From an optimization exercise on the open Yosys and OpenROAD flow, aimed at small area, a short achievable clock period and few clock cycles; shortcuts taken in it are not production practice.
Function was checked by simulation only, so behaviour that the tests miss may differ from the original.
No activity file was given, so power comes from the tool's default toggle rates.

## job 101
## FFT
module FFT(
input clk,
input rst_n,
input in_valid,
input signed [11:0] din_r,
input signed [11:0] din_i,
output out_valid,
output signed [15:0] dout_r,
output signed [15:0] dout_i
);
Size in the first run: roughly 8700 cells after synthesis, about 2300 flip-flops, roughly 60 I/O pins, about 0.092 mm^2 of cells after synthesis.
export LEC_CHECK = 0
export CAP_MARGIN = 20
export CORE_MARGIN = 2
export CORE_UTILIZATION = 60
export PLACE_DENSITY = 0.7
export SLEW_MARGIN = 20
create_clock -name core_clock -period 12.0 [get_ports {clk}]
standard.sh (not shown) runs the stock make flow with config.mk's settings and CLKGATE_MAP_FILE= SYNTH_SCRIPT=/design/flow/synth_recipe.tcl, a recipe that flattens the netlist after the stock synthesis.
==> flow/flow/run.sh <==
#!/bin/bash
# Layout flow: the standard flow (standard.sh, its synthesis unchanged)
# with these settings:
#   - 60% core utilization, placement density 0.7;
#   - repair_timing aiming for 8.35 ns of setup slack on the design's
#     12 ns clock (the clock and constraints themselves are unchanged),
#     on the worst 20% of the endpoints that miss that;
#   - clock tree sinks clustered 30 at a time within 80 um;
#   - port buffers made from buf_4 cells.
# Full tool output goes to standard.log (and ORFS's per-step logs under orfs/).
set -e
bash standard.sh CORE_UTILIZATION=60 PLACE_DENSITY=0.7 \
    SETUP_SLACK_MARGIN=8.35 TNS_END_PERCENT=20 \
    CTS_CLUSTER_SIZE=28 CTS_CLUSTER_DIAMETER=90 \
    'BUFFER_PORTS_ARGS=-buffer_cell sky130_fd_sc_hd__buf_4' finish > standard.log 2>&1
Testbench counts of job 101, summed over its fixed seeds: cycles 22,784.
For job 102, these inputs were changed with respect to job 101:
==> flow/flow/run.sh <==
#!/bin/bash
# Layout flow: the standard flow (standard.sh, unchanged synthesis),
# with repair_timing aiming for 8.35 ns of setup slack and the port buffers
# made from buf_4 cells. Full tool output goes to standard.log.
set -e
bash standard.sh CORE_UTILIZATION=60 PLACE_DENSITY=0.7 SETUP_SLACK_MARGIN=8.35 TNS_END_PERCENT=20 CTS_CLUSTER_SIZE=30 CTS_CLUSTER_DIAMETER=80 \
    'BUFFER_PORTS_ARGS=-buffer_cell sky130_fd_sc_hd__buf_4' finish > standard.log 2>&1
Notes after the runs:
Compared with job 101, job 102 is hungrier on power.
Flip-flop and latch area delta (job 102 -> job 101): insignificant
Going from job 101 to job 102, final clock skew grew by 0.0082 ns, via count comparable, global-route wire length before repair ~0 delta, sequential share of layout area decreased 0.30 points.
In job 102 the power density normalized to cell area turned out 0.77% higher than in job 101.
Taking job 101 as the reference, in job 102 count of sequential standard cells shows no meaningful change, post-route worst hold slack essentially unchanged.
The more densely filled core belongs to job 102, not job 101.
Register-to-register slack | job 102 above job 101
Edits applied to the flow inputs when going from job 102 to job 103:
==> flow/flow/run.sh <==
#!/bin/bash
# Layout flow: the standard flow (standard.sh, its synthesis unchanged)
# with these settings:
#   - 60% core utilization, placement density 0.7;
#   - repair_timing aiming for 8.35 ns of setup slack on the design's
#     12 ns clock (the clock and constraints themselves are unchanged),
#     on the worst 20% of the endpoints that miss that;
#   - clock tree sinks clustered 30 at a time within 80 um;
#   - port buffers made from buf_4 cells.
# Full tool output goes to standard.log (and ORFS's per-step logs under orfs/).
set -e
bash standard.sh CORE_UTILIZATION=60 PLACE_DENSITY=0.7 \
    SETUP_SLACK_MARGIN=8.35 TNS_END_PERCENT=20 \
    CTS_CLUSTER_SIZE=30 CTS_CLUSTER_DIAMETER=80 \
    'BUFFER_PORTS_ARGS=-buffer_cell sky130_fd_sc_hd__buf_4' finish > standard.log 2>&1
### Flow results
Any difference in end-of-flow core utilization between job 103 and job 102 is small enough to ignore. Reported for job 102 and job 103, via count turned out identical to the last digit. Routed wire length: job 103 vs job 102 identical. Status: horizontal die dimension parity (job 103, job 102). Job 102 -> job 103: die area delta 0, exact match. There was hardly any difference in stage delay of the slowest cell on the critical path between job 103 and job 102. Job 103 and job 102 ended up with roughly the same final cell count. Between job 103 and job 102, the clock share of power figures differ only marginally. From job 103 to job 102, power did not move at all.
The following lists how job 104 was set up differently from job 103:
==> flow/flow/run.sh <==
#!/bin/bash
# Layout flow: the standard flow (standard.sh, unchanged synthesis),
# with repair_timing aiming for 8.45 ns of setup slack and the port buffers
# made from buf_4 cells. Full tool output goes to standard.log.
set -e
bash standard.sh CORE_UTILIZATION=60 PLACE_DENSITY=0.7 SETUP_SLACK_MARGIN=8.45 TNS_END_PERCENT=100 CTS_CLUSTER_SIZE=30 CTS_CLUSTER_DIAMETER=80 \
    'BUFFER_PORTS_ARGS=-buffer_cell sky130_fd_sc_hd__buf_4' finish > standard.log 2>&1
==> comparison <==
Fmax: job 104 < job 103. In job 104 relative to job 103, post-route cell area had gone up slightly. Job 104 has completed all stages; timing, DRC and antenna checks passed. The design internal power in job 104 sits 1.3% above the value recorded for job 103. Job 104: number of cells on the worst reg-to-reg path 1 above job 103.
--- input diff job 104..job 105 ---
==> flow/flow/run.sh <==
#!/bin/bash
# Layout flow: the standard flow (standard.sh, unchanged synthesis),
# with repair_timing aiming for 8.35 ns of setup slack and the port buffers
# made from buf_4 cells. Full tool output goes to standard.log.
set -e
bash standard.sh CORE_UTILIZATION=60 PLACE_DENSITY=0.7 SETUP_SLACK_MARGIN=8.35 TNS_END_PERCENT=5 CTS_CLUSTER_SIZE=30 CTS_CLUSTER_DIAMETER=80 \
    'BUFFER_PORTS_ARGS=-buffer_cell sky130_fd_sc_hd__buf_4' finish > standard.log 2>&1
Findings:
Job 105 reports its cell with the largest stage delay on the worst path as dfrtp_2 while job 104 reports dfrtp_1. Going from job 104 to job 105, final RePlAce weighted congestion went down, first-pass GRT wire length went up. On share of the clock period used by the worst path, job 104 tracks job 105 almost exactly. The via density per instance on job 105 is in line with that on job 104. Per the comparison of job 105 with job 104, non-clock buffer contribution to total cell area down 0.60 points; fill cell total of the finished layout flat; summed area of non-filler cells in the final layout down 1.5%; global-route usage up 0.26 points.

* * *

Another version of the RTL of FFT (not shown whole).
For scale: about 8,700 cells after synthesis, about 2,300 flip-flops, about 60 I/O pins.
export LEC_CHECK = 0
export CAP_MARGIN = 20
export CORE_MARGIN = 2
export CORE_UTILIZATION = 70
export PLACE_DENSITY = 0.8
export SLEW_MARGIN = 20
create_clock -name core_clock -period 12.0 [get_ports {clk}]
==> flow/flow/run.sh <==
#!/bin/bash
# Layout flow: the standard flow (standard.sh, unchanged synthesis),
# with repair_timing aiming for 8.25 ns of setup slack and the port buffers
# made from buf_4 cells. Full tool output goes to standard.log.
set -e
bash standard.sh CORE_UTILIZATION=70 PLACE_DENSITY=0.8 SETUP_SLACK_MARGIN=8.25 TNS_END_PERCENT=100  \
    'BUFFER_PORTS_ARGS=-buffer_cell sky130_fd_sc_hd__buf_4' finish > standard.log 2>&1
The first run finished clean.
Testbench counts at the start, summed over its fixed seeds: cycles 22,784.
Rerun with:
--- a/flow/flow/run.sh
+++ b/flow/flow/run.sh
@@ -6 +6 @@
-bash standard.sh CORE_UTILIZATION=70 PLACE_DENSITY=0.8 SETUP_SLACK_MARGIN=8.25 TNS_END_PERCENT=100  \
+bash standard.sh SETUP_SLACK_MARGIN=8.25 TNS_END_PERCENT=100 \
--- a/flow/config.mk
+++ b/flow/config.mk
@@ -10,2 +10 @@
-export CORE_UTILIZATION = 70
-export PLACE_DENSITY = 0.8
+export CORE_UTILIZATION = 40
After rerunning: The changed run produced a clean layout. Die area climbs by about 70%. Sequential cell count stays the same. Final area climbs by 2.4%. Power barely changes. Setup slack gets better by 0.032 ns. Synthesized cell count does not change. Wire length drops by 3.5%. Combinational power drops by about 0.7%. Clock-buffer cell count climbs by 22.
Rerun with:
--- a/flow/flow/run.sh
+++ b/flow/flow/run.sh
@@ -3 +3 @@
-# with repair_timing aiming for 8.25 ns of setup slack and the port buffers
+# with repair_timing aiming for 8.35 ns of setup slack and the port buffers
@@ -6 +6 @@
-bash standard.sh SETUP_SLACK_MARGIN=8.25 TNS_END_PERCENT=100 \
+bash standard.sh CORE_UTILIZATION=60 PLACE_DENSITY=0.7 SETUP_SLACK_MARGIN=8.35 TNS_END_PERCENT=100  \
--- a/flow/config.mk
+++ b/flow/config.mk
@@ -10 +10,2 @@
-export CORE_UTILIZATION = 40
+export CORE_UTILIZATION = 60
+export PLACE_DENSITY = 0.7
What happened: Flip-flop and latch count is unchanged. Worst hold slack degrades by 0.011 ns. Final cell count came out lower by a little under a tenth. Worst setup slack hardly moves. Die area fell by a quarter to a third. Synthesized area is unchanged. Clock skew decreases by 0.036 ns. Synthesized cell count stays the same.
Rerun with:
==> flow/flow/run.sh (replaced) <==
#!/bin/bash
# Layout flow: the standard flow (standard.sh, unchanged synthesis),
# with repair_timing aiming for 8.25 ns of setup slack and the port buffers
# made from buf_4 cells. Full tool output goes to standard.log.
set -e
bash standard.sh CORE_UTILIZATION=60 PLACE_DENSITY=0.7 SETUP_SLACK_MARGIN=8.25 TNS_END_PERCENT=100  \
    'BUFFER_PORTS_ARGS=-buffer_cell sky130_fd_sc_hd__buf_4' finish > standard.log 2>&1
After rerunning: The changed run finished clean. Die area is unchanged. Global-route usage rose by 0.22 points. Via count is about the same. Hold slack is about the same. Synthesized area stays the same. Utilization fell by 0.41 points.
Rerun with:
==> flow/flow/run.sh (replaced) <==
#!/bin/bash
# Layout flow: the standard flow (standard.sh, unchanged synthesis),
# with repair_timing aiming for 8.5 ns of setup slack and the port buffers
# made from buf_4 cells. Full tool output goes to standard.log.
set -e
bash standard.sh SETUP_SLACK_MARGIN=8.5 TNS_END_PERCENT=100  \
    'BUFFER_PORTS_ARGS=-buffer_cell sky130_fd_sc_hd__buf_4' finish > standard.log 2>&1
--- a/flow/config.mk
+++ b/flow/config.mk
@@ -10,2 +10 @@
-export CORE_UTILIZATION = 60
-export PLACE_DENSITY = 0.7
+export CORE_UTILIZATION = 40
Result:
- cell count rose by 10%
- die area climbs by 49%
- routed wire length goes up by 2.5%
- synthesized area is unchanged
- worst setup slack improves by 0.024 ns
- core utilization fell by 21 points

## port drivers added, routing unchanged
The results above use ideal ports. As a check the final layouts listed here were re-extracted and re-timed, cells and wires unchanged. Step 1 assumes that a clkbuf_16 drives the clock port and a buf_2 every other input. Step 2 also shifts input and output timing later by t, the mid clock arrival at the registers, as if the neighbouring blocks saw the same clock. Slacks: ideal / step 1 / step 2; pairs: ideal / step 1.
run | t (ns) | slack for setup (ns) | worst setup path after step 2 | worst data-port slew with drivers (ns)
job 101 | 0.835 | 8.229 / 8.147 / 7.881 | input to register | 0.18
job 102 | 0.845 | 8.237 / 8.157 / 7.891 | input to register | 0.17
job 103 | 0.845 | 8.237 / 8.157 / 7.891 | input to register | 0.17
job 104 | 0.841 | 8.223 / 8.140 / 7.947 | input to register | 0.18
job 105 | 0.833 | 8.218 / 8.140 / 7.648 | input to register | 0.20
the first run of note 2 | 0.940 | 8.151 / 8.067 / 8.051 | input to register | 0.04
the second run of note 2 | 0.931 | 8.183 / 8.123 / 7.952 | input to register | 0.08
the third run of note 2 | 0.930 | 8.183 / 8.092 / 8.105 | input to register | 0.07
the fourth run of note 2 | 0.934 | 8.165 / 8.091 / 8.148 | input to register | 0.07
the fifth run of note 2 | 0.952 | 8.190 / 8.108 / 7.952 | input to register | 0.09
After both steps every run listed still meets setup and hold. The setup slack of job 105, which loses most, moves by -0.078 ns with the drivers and by -0.570 ns with both steps.
